Source: an optimization exercise on an open RTL-to-GDS flow (aim: small area). Production flows keep margins and buffers that such runs may drop.
In this exercise RTL edits were held to simulation tests only and were not proved equivalent to the original.

== oak ==
## Modu_BPU
module Modu_BPU(
	clk,Iter,blockIndex,Parallel_degree,Init_Flag_BPU_M,Init_Flag_BPU_L,initBeta,Alpha_In_BPU,
	data_In_BPU,
	q_up,
	betaValueOut_next,Le_sys,Le_par,D
	);
	input clk;
	input [3:0] Iter;
	input [2:0] blockIndex;
	input [3:0] Parallel_degree;
	input Init_Flag_BPU_M;
	input Init_Flag_BPU_L;
	input [79:0] initBeta;
	input [79:0] Alpha_In_BPU;
	input [21:0] data_In_BPU;
	input [3:0] q_up;
	output [79:0] betaValueOut_next;
	output [7:0] Le_sys;
	output [7:0] Le_par;
	output D;
	function [13:0] add14;
		input [13:0] a;
		input [13:0] b;
		input ci;
		integer i;
		reg c;
		begin
			c = ci;
			for (i = 0; i < 14; i = i + 1) begin
				add14[i] = a[i] ^ b[i] ^ c;
				c = (a[i] & b[i]) | (c & (a[i] ^ b[i]));
			end
		end
	endfunction
	function [13:0] add14d;
		input [13:0] a;
		input [13:0] b;
		input ci;
		begin
			add14d = ~add14(~a, ~b, ~ci);
		end
	endfunction
	function [13:0] sx10;
		input [9:0] v;
		begin
			sx10 = {{4{v[9]}}, v};
		end
	endfunction
	function [13:0] sx11;
		input [10:0] v;
		begin
			sx11 = {{3{v[10]}}, v};
		end
	endfunction
	function [13:0] sx12;
		input [11:0] v;
		begin
			sx12 = {{2{v[11]}}, v};
		end
	endfunction
	function carry13;
		input [12:0] a;
		input [12:0] b;
		input integer n;
		integer i;
		reg c;
		begin
			c = 1'b1;
			for (i = 0; i < 13; i = i + 1)
				if (i < n)
					c = (a[i] & ~b[i]) | (c & (a[i] | ~b[i]));
			carry13 = c;
		end
	endfunction
	function carry4;
		input [3:0] a;
		input [3:0] b;
		input ci;
		integer i;
		reg c;
		begin
			c = ci;
			for (i = 0; i < 4; i = i + 1)
				c = (a[i] & ~b[i]) | (c & (a[i] | ~b[i]));
			carry4 = c;
		end
	endfunction
	function [10:0] emax;
		input [10:0] a;
		input [10:0] b;
		begin
  ...
Settings: LEC_CHECK=0, ABC_AREA=1, CAP_MARGIN=20, CORE_MARGIN=2, CORE_UTILIZATION=75, PLACE_DENSITY=0.85, SETUP_SLACK_MARGIN=0.1, SLEW_MARGIN=20; clock period 10.0 ns.
standard.sh (not shown) runs the stock make flow with config.mk's settings and CLKGATE_MAP_FILE= SYNTH_SCRIPT=/design/flow/synth_recipe.tcl, a recipe that flattens the netlist after the stock synthesis.
==> flow/flow/run.sh <==
#!/bin/bash
# The standard layout, with the port buffers taken from the smallest
# buffer cell instead of the one buffer_ports picks by default.
set -e
export BUFFER_PORTS_ARGS="-buffer_cell sky130_fd_sc_hd__buf_1"
bash standard.sh > standard.log 2>&1
In summary, oak completed successfully, with a layout that passed the timing, design-rule and antenna checks.
Inputs modified between oak and pine:
diff --git a/flow/design.v b/flow/design.v
--- a/flow/design.v
+++ b/flow/design.v
@@ -28,24 +28,16 @@
 		begin
 			c = ci;
 			for (i = 0; i < 14; i = i + 1) begin
 				add14[i] = a[i] ^ b[i] ^ c;
 				c = (a[i] & b[i]) | (c & (a[i] ^ b[i]));
 			end
 		end
 	endfunction
-	function [13:0] add14d;
-		input [13:0] a;
-		input [13:0] b;
-		input ci;
-		begin
-			add14d = ~add14(~a, ~b, ~ci);
-		end
-	endfunction
 	function [13:0] sx10;
 		input [9:0] v;
 		begin
 			sx10 = {{4{v[9]}}, v};
 		end
 	endfunction
 	function [13:0] sx11;
 		input [10:0] v;
@@ -121,36 +113,36 @@
 			if (v[11:9] == 3'b000 || v[11:9] == 3'b111)
 				sat10 = v[9:0];
 			else
 				sat10 = v[11] ? 10'h200 : 10'h1ff;
 		end
 	endfunction
 	function [7:0] scale_sat;
 		input [12:0] x;
-		reg sign, big, sat;
 		reg [13:0] mag, t1, t2;
-		begin
-			sign = x[12];
-			big = sign ? ((x[11:9] != 3'b111) | (x[8:0] == 9'd0)) : (x[11:9] != 3'b000);
-			mag = sign ? add14({5'd0, ~x[8:0]}, 14'd0, 1'b1) : {5'd0, x[8:0]};
+		reg [7:0] t;
+		reg big, sat_p, sat_n;
+		begin
+			mag = x[12] ? add14(~{x[12], x}, 14'd0, 1'b1) : {x[12], x};
+			big = |mag[13:9];
 			t1 = add14({7'd0, mag[8:2]}, {8'd0, mag[8:3]}, 1'b0);
-			t2 = add14(t1, {5'h1f, ~{3'd0, mag[8:6]}}, ~sign);
-			if (sign) begin
-				sat = big | (~t2[8] & t2[7]);
-				scale_sat = sat ? 8'h80 : ~t2[7:0];
-			end else begin
-				sat = big | t2[7];
-				scale_sat = sat ? 8'h7f : t2[7:0];
-			end
+			t2 = add14(t1, ~{11'd0, mag[8:6]}, 1'b1);
+			t = t2[7:0];
+			sat_p = big | t[7];
+			sat_n = big | (t[7] & (|t[6:0]));
+			if (x[12])
+				scale_sat = sat_n ? 8'h80 : (~t + 8'd1);
+			else
+				scale_sat = sat_p ? 8'h7f : t;
 		end
 	endfunction
 	reg [8:0] sa_r;    
 	reg [6:0] par_r;   
-	wire [13:0] sa_in = add14d({{7{data_In_BPU[6]}}, data_In_BPU[6:0]}, {{6{data_In_BPU[21]}}, data_In_BPU[21:14]}, 1'b0);
+	wire [13:0] sa_in = add14({{7{data_In_BPU[6]}}, data_In_BPU[6:0]}, {{6{data_In_BPU[21]}}, data_In_BPU[21:14]}, 1'b0);
 	always @(posedge clk) begin
 		sa_r  <= sa_in[8:0];
 		par_r <= data_In_BPU[13:7];
 	end
 	wire [13:0] g0f = add14({{5{sa_r[8]}}, sa_r}, {{7{par_r[6]}}, par_r}, 1'b0);    
 	wire [13:0] g1f = add14({{5{sa_r[8]}}, sa_r}, ~{{7{par_r[6]}}, par_r}, 1'b1);   
 	reg [79:0] Breg;
 	wire [9:0] B0 = Breg[9:0],   B1 = Breg[19:10], B2 = Breg[29:20], B3 = Breg[39:30];
@@ -199,17 +191,17 @@
 		else
 			Breg <= betaValueOut_next;
 	end
 	function [10:0] ab;
 		input [9:0] a;
 		input [9:0] b;
 		reg [13:0] s;
 		begin
-			s = add14d(sx10(a), sx10(b), 1'b0);
+			s = add14(sx10(a), sx10(b), 1'b0);
 			ab = s[10:0];
 		end
 	endfunction
 	wire [9:0] A0 = Alpha_In_BPU[9:0],   A1 = Alpha_In_BPU[19:10], A2 = Alpha_In_BPU[29:20], A3 = Alpha_In_BPU[39:30];
 	wire [9:0] A4 = Alpha_In_BPU[49:40], A5 = Alpha_In_BPU[59:50], A6 = Alpha_In_BPU[69:60], A7 = Alpha_In_BPU[79:70];
 	reg [10:0] M1, M2, M3, M4, M5, M6, M7, M8;
 	reg [8:0] sa_1;
 	reg [6:0] par_1;
@@ -225,26 +217,26 @@
 		sa_1 <= sa_r;
 		par_1 <= par_r;
 	end
 	function [11:0] addo;
 		input [10:0] m;
 		input [11:0] o;
 		reg [13:0] s;
 		begin
-			s = add14d(sx11(m), sx12(o), 1'b0);
+			s = add14(sx11(m), sx12(o), 1'b0);
 			addo = s[11:0];
 		end
 	endfunction
 	function [11:0] subo;
 		input [10:0] m;
 		input [11:0] o;
 		reg [13:0] s;
 		begin
-			s = add14d(sx11(m), ~sx12(o), 1'b1);
+			s = add14(sx11(m), ~sx12(o), 1'b1);
 			subo = s[11:0];
 		end
 	endfunction
 	wire [11:0] px = {{5{par_1[6]}}, par_1};
 	wire [11:0] sx = {{3{sa_1[8]}}, sa_1};
 	reg [11:0] Fs1, Fs2, Fp1, Fp2;
 	reg [8:0] sa_2;
 	always @(posedge clk) begin
--- outcome ---
- Delta (pine minus oak): overall die height +1.4%, overall routing resource usage moved up, proportion of synthesized chip area in sequential cells went down by 0.57 points.
- From oak to pine, total of max-cap violations did not move at all.
- When the final numbers for pine and oak were put side by side, the share of the clock period used by the worst path after layout turned out to be greater in oak.
- met2 track utilization from global routing sits higher in pine than in oak.
- [diff] shortest clock period the worst path allows after layout, pine relative to oak: improvement
- Number of inserted diodes (lower): pine
- From oak to pine the numbers moved as follows: post-synthesis share of cell area spent on full adders, half adders and majority gates lost 0.45 points; setup slack of the critical path after layout increased by 0.043 ns relative to the old numbers; total length of routed met3 wires rose about 14%.

[afterwards: timing with drivers on the ports]
In the flow no input, the clock included, has a driving cell. The finished layouts below were timed again as built, in two steps.
Step 1, drivers: a clkbuf_16 drives clk and a buf_2 each remaining input, both assumed.
Step 2, shift: input delay + t, output delay - t, t = (earliest + latest rising clock arrival at the registers) / 2. This alone moves slack from input paths to output paths.
Three values: ideal, step 1, step 2; two values: the first two.
run | t, ns | setup slack, ns | worst hold slack (ns)
oak | 0.640 | 0.323 / 0.260 / 0.900 | 0.325 / 0.325 / 0.325
pine | 0.667 | 0.367 / 0.303 / 0.970 | 0.326 / 0.326 / 0.326
After both steps every run listed still meets setup and hold.
